Background: an optimization exercise with open tools, aiming at small area. Do not read the settings as production practice.
Only simulation tests tie the RTL to the original design; equivalence was not proved.
Power and IR drop assume default switching activity.

== old ==
// BlackJack
module BlackJack(
	inclk0,
	i_Reset,
	i_Stay,
	i_Hit,
	o_Win,
	o_Lose,
	o_Tie,
	o_Hit_P,
	o_Hit_D,
	o_Stay_P,
	o_Stay_D,
	o_HitDeb,
	o_HitNE,
	o_StayDeb,
	o_StayNE,
	DealerHndDisplayD,
	DealerHndDisplayU,
	PlayerHndDisplayD,
	PlayerHndDisplayU
);
input wire	inclk0;
input wire	i_Reset;
input wire	i_Stay;
input wire	i_Hit;
output wire	o_Win;
output wire	o_Lose;
output wire	o_Tie;
output wire	o_Hit_P;
output wire	o_Hit_D;
output wire	o_Stay_P;
output wire	o_Stay_D;
output wire	o_HitDeb;
output wire	o_HitNE;
output wire	o_StayDeb;
output wire	o_StayNE;
output wire	[0:6] DealerHndDisplayD;
output wire	[0:6] DealerHndDisplayU;
output wire	[0:6] PlayerHndDisplayD;
output wire	[0:6] PlayerHndDisplayU;
wire	clk;
wire	clk_PLL;
wire	[5:0] w_A_Addr;
wire	w_A_MemClk;
wire	w_ActCounter;
wire	w_ActShuffler;
wire	w_CtrlStart;
wire	w_Card2Dealer;
wire	w_Card2Player;
wire	w_CardOK;
wire	[3:0] w_CardValue;
wire	[11:0] w_Count;
wire	w_CountRstOK;
wire	[5:0] w_DealerHnd;
wire	w_HitPE;
wire	[5:0] w_MemAddr;
wire	w_MemClk;
wire	[3:0] w_MemData;
wire	[5:0] w_PlayerHnd;
wire	w_ResetDeb;
wire	w_ResetNE;
wire	w_ResetPE;
wire	w_RstCounter;
  ...
Size in the first run: ~2100 cells after synthesis, roughly 240 flip-flops.
Settings: LEC_CHECK=0, CAP_MARGIN=20, CORE_MARGIN=2, CORE_UTILIZATION=40, PLACE_DENSITY=0.6, SLEW_MARGIN=20; clock period 10.0 ns.
run.sh (not shown) runs the stock make flow with config.mk's settings and CLKGATE_MAP_FILE= SYNTH_SCRIPT=/design/flow/synth_recipe.tcl, a recipe that flattens the netlist after the stock synthesis.
old did not stop at any stage, and its layout met the timing, design-rule and antenna checks.
### old -> new
- an added ABC_AREA of 1
[summary]
In the reports for old and new, the smaller xor-xnor portion of the synthesized cell area belongs to new. Minimum period implied by the final worst setup slack sits higher in new than in old. The post-route non-filler standard cell count reported for new is greater than that of old by 442. new — critical path's largest stage delay 0.02 ns higher, old as reference. Termination of the worst setup path = b2v_RAM.R[0][0]: new; termination of the worst setup path = b2v_RAM.R[2][0]: old. Min final worst setup slack across old and new: new. Multi-input combinational area share, old and new, lower one = new. For largest fanout on the critical path, dividing the value from new by the value from old gives 0.73. Going from old to new, clock skew -0.0082 ns, routability congestion estimate from global placement fell by 2.8%, met2 layer wire length in the routed design now sits at about the same level, detailed placer's ending HPWL went up by about 4%.

---

## run A
BlackJack, a different RTL version from the one above (not shown whole).
Size in the first run: about 1300 cells after synthesis, roughly 43 I/O pins, about 9500 sq um of cells after synthesis.
clock: 10.0 ns
lec_check: 0
abc_area: 1
cap_margin: 20
core_margin: 2
core_utilization: 40
gpl_timing_driven: 0
place_density: 0.6
slew_margin: 20
standard.sh (not shown) runs the stock make flow with config.mk's settings and CLKGATE_MAP_FILE= SYNTH_SCRIPT=/design/flow/synth_recipe.tcl, a recipe that flattens the netlist after the stock synthesis.
==> flow/flow/run.sh <==
#!/bin/bash
# Own flow: the standard layout, except that the combinational logic of the
# standard synthesis is mapped again with a stronger ABC script for area.
# The registers of the standard synthesis (names and cell types) are kept
# as they are: they are black boxes while ABC runs.
set -uo pipefail
W=$(pwd)
R=$W/orfs/results/$FLOW_PLATFORM/BlackJack/base
LIB=$FLOW_HOME/platforms/sky130hd/lib/sky130_fd_sc_hd__tt_025C_1v80.lib
YOSYS=$FLOW_HOME/../tools/install/yosys/bin/yosys
[ -x "$YOSYS" ] || YOSYS=yosys

# 1. standard synthesis
bash standard.sh synth > $W/log_1_standard_synth.txt 2>&1 || exit 1
cp -p $R/1_2_yosys.v $W/std_1_2_yosys.v

# 2. map the combinational logic again
DONT_USE="sky130_fd_sc_hd__lpflow_bleeder_1 sky130_fd_sc_hd__lpflow_clkbufkapwr_1 sky130_fd_sc_hd__lpflow_clkbufkapwr_16 sky130_fd_sc_hd__lpflow_clkbufkapwr_2 sky130_fd_sc_hd__lpflow_clkbufkapwr_4 sky130_fd_sc_hd__lpflow_clkbufkapwr_8 sky130_fd_sc_hd__lpflow_clkinvkapwr_1 sky130_fd_sc_hd__lpflow_clkinvkapwr_16 sky130_fd_sc_hd__lpflow_clkinvkapwr_2 sky130_fd_sc_hd__lpflow_clkinvkapwr_4 sky130_fd_sc_hd__lpflow_clkinvkapwr_8 sky130_fd_sc_hd__lpflow_decapkapwr_12 sky130_fd_sc_hd__lpflow_decapkapwr_3 sky130_fd_sc_hd__lpflow_decapkapwr_4 sky130_fd_sc_hd__lpflow_decapkapwr_6 sky130_fd_sc_hd__lpflow_decapkapwr_8 sky130_fd_sc_hd__lpflow_inputiso0n_1 sky130_fd_sc_hd__lpflow_inputiso0p_1 sky130_fd_sc_hd__lpflow_inputiso1n_1 sky130_fd_sc_hd__lpflow_inputiso1p_1 sky130_fd_sc_hd__lpflow_inputisolatch_1 sky130_fd_sc_hd__lpflow_isobufsrc_1 sky130_fd_sc_hd__lpflow_isobufsrc_16 sky130_fd_sc_hd__lpflow_isobufsrc_2 sky130_fd_sc_hd__lpflow_isobufsrc_4 sky130_fd_sc_hd__lpflow_isobufsrc_8 sky130_fd_sc_hd__lpflow_isobufsrckapwr_16 sky130_fd_sc_hd__lpflow_lsbuf_lh_hl_isowell_tap_1 sky130_fd_sc_hd__lpflow_lsbuf_lh_hl_isowell_tap_2 sky130_fd_sc_hd__lpflow_lsbuf_lh_hl_isowell_tap_4 sky130_fd_sc_hd__lpflow_lsbuf_lh_isowell_4 sky130_fd_sc_hd__lpflow_lsbuf_lh_isowell_tap_1 sky130_fd_sc_hd__lpflow_lsbuf_lh_isowell_tap_2 sky130_fd_sc_hd__lpflow_lsbuf_lh_isowell_tap_4 sky130_fd_sc_hd__probe_p_8 sky130_fd_sc_hd__probec_p_8 "
DU=""
for c in $DONT_USE; do DU="$DU -dont_use $c"; done
cat > $W/remap.abc <<'EOT'
strash; &get -n; &deepsyn -T 20; &put; &get -n; &dch -f; &nf -R 1000; &put
EOT
cat > $W/remap.ys <<EOT
read_liberty -ignore_miss_func $LIB
read_verilog $W/std_1_2_yosys.v
hierarchy -top $FLOW_TOP
setattr -mod -set blackbox 1 sky130_fd_sc_hd__dfxtp_1 sky130_fd_sc_hd__edfxtp_1 sky130_fd_sc_hd__dfrtp_1 sky130_fd_sc_hd__dfstp_1
flatten
opt -purge
abc -liberty $LIB $DU -script $W/remap.abc
opt_clean -purge
insbuf -buf sky130_fd_sc_hd__buf_4 A X
hilomap -singleton -hicell sky130_fd_sc_hd__conb_1 HI -locell sky130_fd_sc_hd__conb_1 LO
stat -liberty $LIB
write_verilog -noattr -nohex -nodec $W/remap_1_2_yosys.v
EOT
ok=0
if $YOSYS -l $W/log_2_remap.txt $W/remap.ys > /dev/null 2>&1; then
  # the registers must be the same instances with the same cell types
  grep -oE '^ *sky130_fd_sc_hd__[a-z0-9]*dfx?[a-z]*_[0-9]+ +[^ ]+' $W/std_1_2_yosys.v | sed 's/^ *//' | sort > $W/regs_std.txt
  grep -oE '^ *sky130_fd_sc_hd__[a-z0-9]*dfx?[a-z]*_[0-9]+ +[^ ]+' $W/remap_1_2_yosys.v | sed 's/^ *//' | sort > $W/regs_remap.txt
  if [ -s $W/regs_std.txt ] && cmp -s $W/regs_std.txt $W/regs_remap.txt; then ok=1; fi
fi
echo "remap used: $ok" | tee $W/log_2_remap_result.txt
if [ $ok = 1 ]; then
  cp $W/remap_1_2_yosys.v $R/1_2_yosys.v
  rm -f $R/1_synth.odb $R/1_synth.sdc
fi

# 3. the rest of the standard layout
# clock tree: small buffers, no dummy loads; ports buffered with buf_1
CTS="-sink_clustering_enable -repair_clock_nets -dont_use_dummy_load -sink_clustering_size 40 -sink_clustering_max_diameter 150 -buf_list {sky130_fd_sc_hd__clkbuf_8}"
bash standard.sh "CTS_ARGS=$CTS" "BUFFER_PORTS_ARGS=-buffer_cell sky130_fd_sc_hd__buf_1" finish > $W/log_3_standard_layout.txt 2>&1
Run A: full flow OK, the timing, design-rule and antenna checks passed
Relative to run A, the following input files were edited for run B:
- a change of PLACE_DENSITY from 0.6 to 0.7
- a change of CORE_UTILIZATION from 40 to 55
diff --git a/flow/flow/run.sh b/flow/flow/run.sh
--- a/flow/flow/run.sh
+++ b/flow/flow/run.sh
@@ -52,3 +52,3 @@
 # clock tree: small buffers, no dummy loads; ports buffered with buf_1
-CTS="-sink_clustering_enable -repair_clock_nets -dont_use_dummy_load -sink_clustering_size 40 -sink_clustering_max_diameter 150 -buf_list {sky130_fd_sc_hd__clkbuf_8}"
+CTS="-sink_clustering_enable -repair_clock_nets -dont_use_dummy_load -buf_list {sky130_fd_sc_hd__clkbuf_4 sky130_fd_sc_hd__clkbuf_8}"
 bash standard.sh "CTS_ARGS=$CTS" "BUFFER_PORTS_ARGS=-buffer_cell sky130_fd_sc_hd__buf_1" finish > $W/log_3_standard_layout.txt 2>&1
Between run B and run A, the total via count in the routed design figures differ only marginally. | fmax | run B vs run A | 5.0% higher |. Diff run A -> run B: length of the first detailed-routing pass in iterations went down by 1, sequential share of layout area went up by 0.54 points, total power after layout went down by 190 uW.
The inputs of run C differ from those of run B as listed below.
- a change of PLACE_DENSITY from 0.7 to 0.6
- a change of CORE_UTILIZATION from 55 to 40
==> notes.md <==
- Run C vs run B: global placer's final weighted congestion down by a few percent
- Against run B as the reference, run C delivers a higher clock period minus worst slack.
- When run C is set beside run B, its actual slew at the worst max-slew pin turns out to be 0.099 ns larger.
- Worst-case headroom to the max-slew limit deteriorates in run C relative to run B.
- The cell depth of the worst setup path of run C is higher than that of run B.
- Run C vs run B: share of the cycle needed by the critical path after routing up in run C
- The run showing the smaller area added between synthesis and finish is run B.
- Run C finished end to end and its layout was clean on timing, DRC and antenna.
- As far as combinational power share is concerned, run B and run C perform about the same.
Modified inputs, run D compared to run C
diff --git a/flow/flow/run.sh b/flow/flow/run.sh
--- a/flow/flow/run.sh
+++ b/flow/flow/run.sh
@@ -51,4 +51,4 @@
 # 3. the rest of the standard layout
-# clock tree: small buffers, no dummy loads; ports buffered with buf_1
-CTS="-sink_clustering_enable -repair_clock_nets -dont_use_dummy_load -buf_list {sky130_fd_sc_hd__clkbuf_4 sky130_fd_sc_hd__clkbuf_8}"
-bash standard.sh "CTS_ARGS=$CTS" "BUFFER_PORTS_ARGS=-buffer_cell sky130_fd_sc_hd__buf_1" finish > $W/log_3_standard_layout.txt 2>&1
+# clock tree: small buffers, no dummy loads
+CTS="-sink_clustering_enable -repair_clock_nets -dont_use_dummy_load -buf_list sky130_fd_sc_hd__clkbuf_4 sky130_fd_sc_hd__clkbuf_8"
+bash standard.sh "CTS_ARGS=$CTS" finish > $W/log_3_standard_layout.txt 2>&1
## What came out
The log for run D ends in 4_1_cts with error STA-0564, so the run never completed. [run D] half-perimeter wire length of the detailed placement result rose 2.0% relative to run C. As far as synthesized cell count goes, run D and run C are indistinguishable; the numbers are identical. Min placer's final routability congestion estimate across run C and run D: run C. NOTE placement-stage cell area run C->run D increased by a few percent. Number of standard-cell rows in the floorplan came out exactly the same in run C and run D. Diff run D..run C | area after synthesis | unchanged. Worst setup timing slack at the placement stage (higher): run D.
For run E, these inputs were changed with respect to run D:
diff --git a/flow/flow/run.sh b/flow/flow/run.sh
--- a/flow/flow/run.sh
+++ b/flow/flow/run.sh
@@ -52,3 +52,3 @@
 # clock tree: small buffers, no dummy loads
-CTS="-sink_clustering_enable -repair_clock_nets -dont_use_dummy_load -buf_list sky130_fd_sc_hd__clkbuf_4 sky130_fd_sc_hd__clkbuf_8"
+CTS="-sink_clustering_enable -repair_clock_nets -dont_use_dummy_load -buf_list {sky130_fd_sc_hd__clkbuf_4 sky130_fd_sc_hd__clkbuf_8}"
 bash standard.sh "CTS_ARGS=$CTS" finish > $W/log_3_standard_layout.txt 2>&1
[summary]
Run E finished all stages; the layout is clean. Any difference in number of placement rows between run D and run E is small enough to ignore. As far as area of the mapped netlist goes, run E and run D are indistinguishable; the numbers are identical. Synthesized netlist cell count came out exactly the same in run E and run D. Floorplan die width came out exactly the same in run E and run D.

[separate check: timing with driven ports]
The results above use ideal ports. As a check the final layouts listed here were re-extracted and re-timed, cells and wires unchanged.
Step 1 (the two cells are an assumption about what drives the block):
set clk [get_ports {inclk0}]
set_driving_cell -lib_cell sky130_fd_sc_hd__clkbuf_16 $clk
set_driving_cell -lib_cell sky130_fd_sc_hd__buf_2 [delete_from_list [all_inputs] $clk]
Step 2 moves the port delays by t, midway between the first and last clock arrival at a register: inputs arrive t later, outputs are due t later. That takes back most of the time a late clock gives input paths.
a / b / c = no drivers / after step 1 / after step 2; a / b = the first two.
| run | t (ns) | slack for setup (ns) | worst setup path after step 2 |
|---|---|---|---|
| old | 0.608 | 1.860 / 1.860 / 1.860 | register to register |
| new | 0.616 | 1.768 / 1.768 / 1.768 | register to register |
| run A | 0.502 | 1.836 / 1.836 / 1.836 | register to register |
| run B | 0.491 | 2.226 / 2.226 / 2.226 | register to register |
| run C | 0.477 | 2.133 / 2.133 / 2.133 | register to register |
| run E | 0.485 | 2.308 / 2.308 / 2.308 | register to register |
After both steps setup and hold are still met in every run listed.
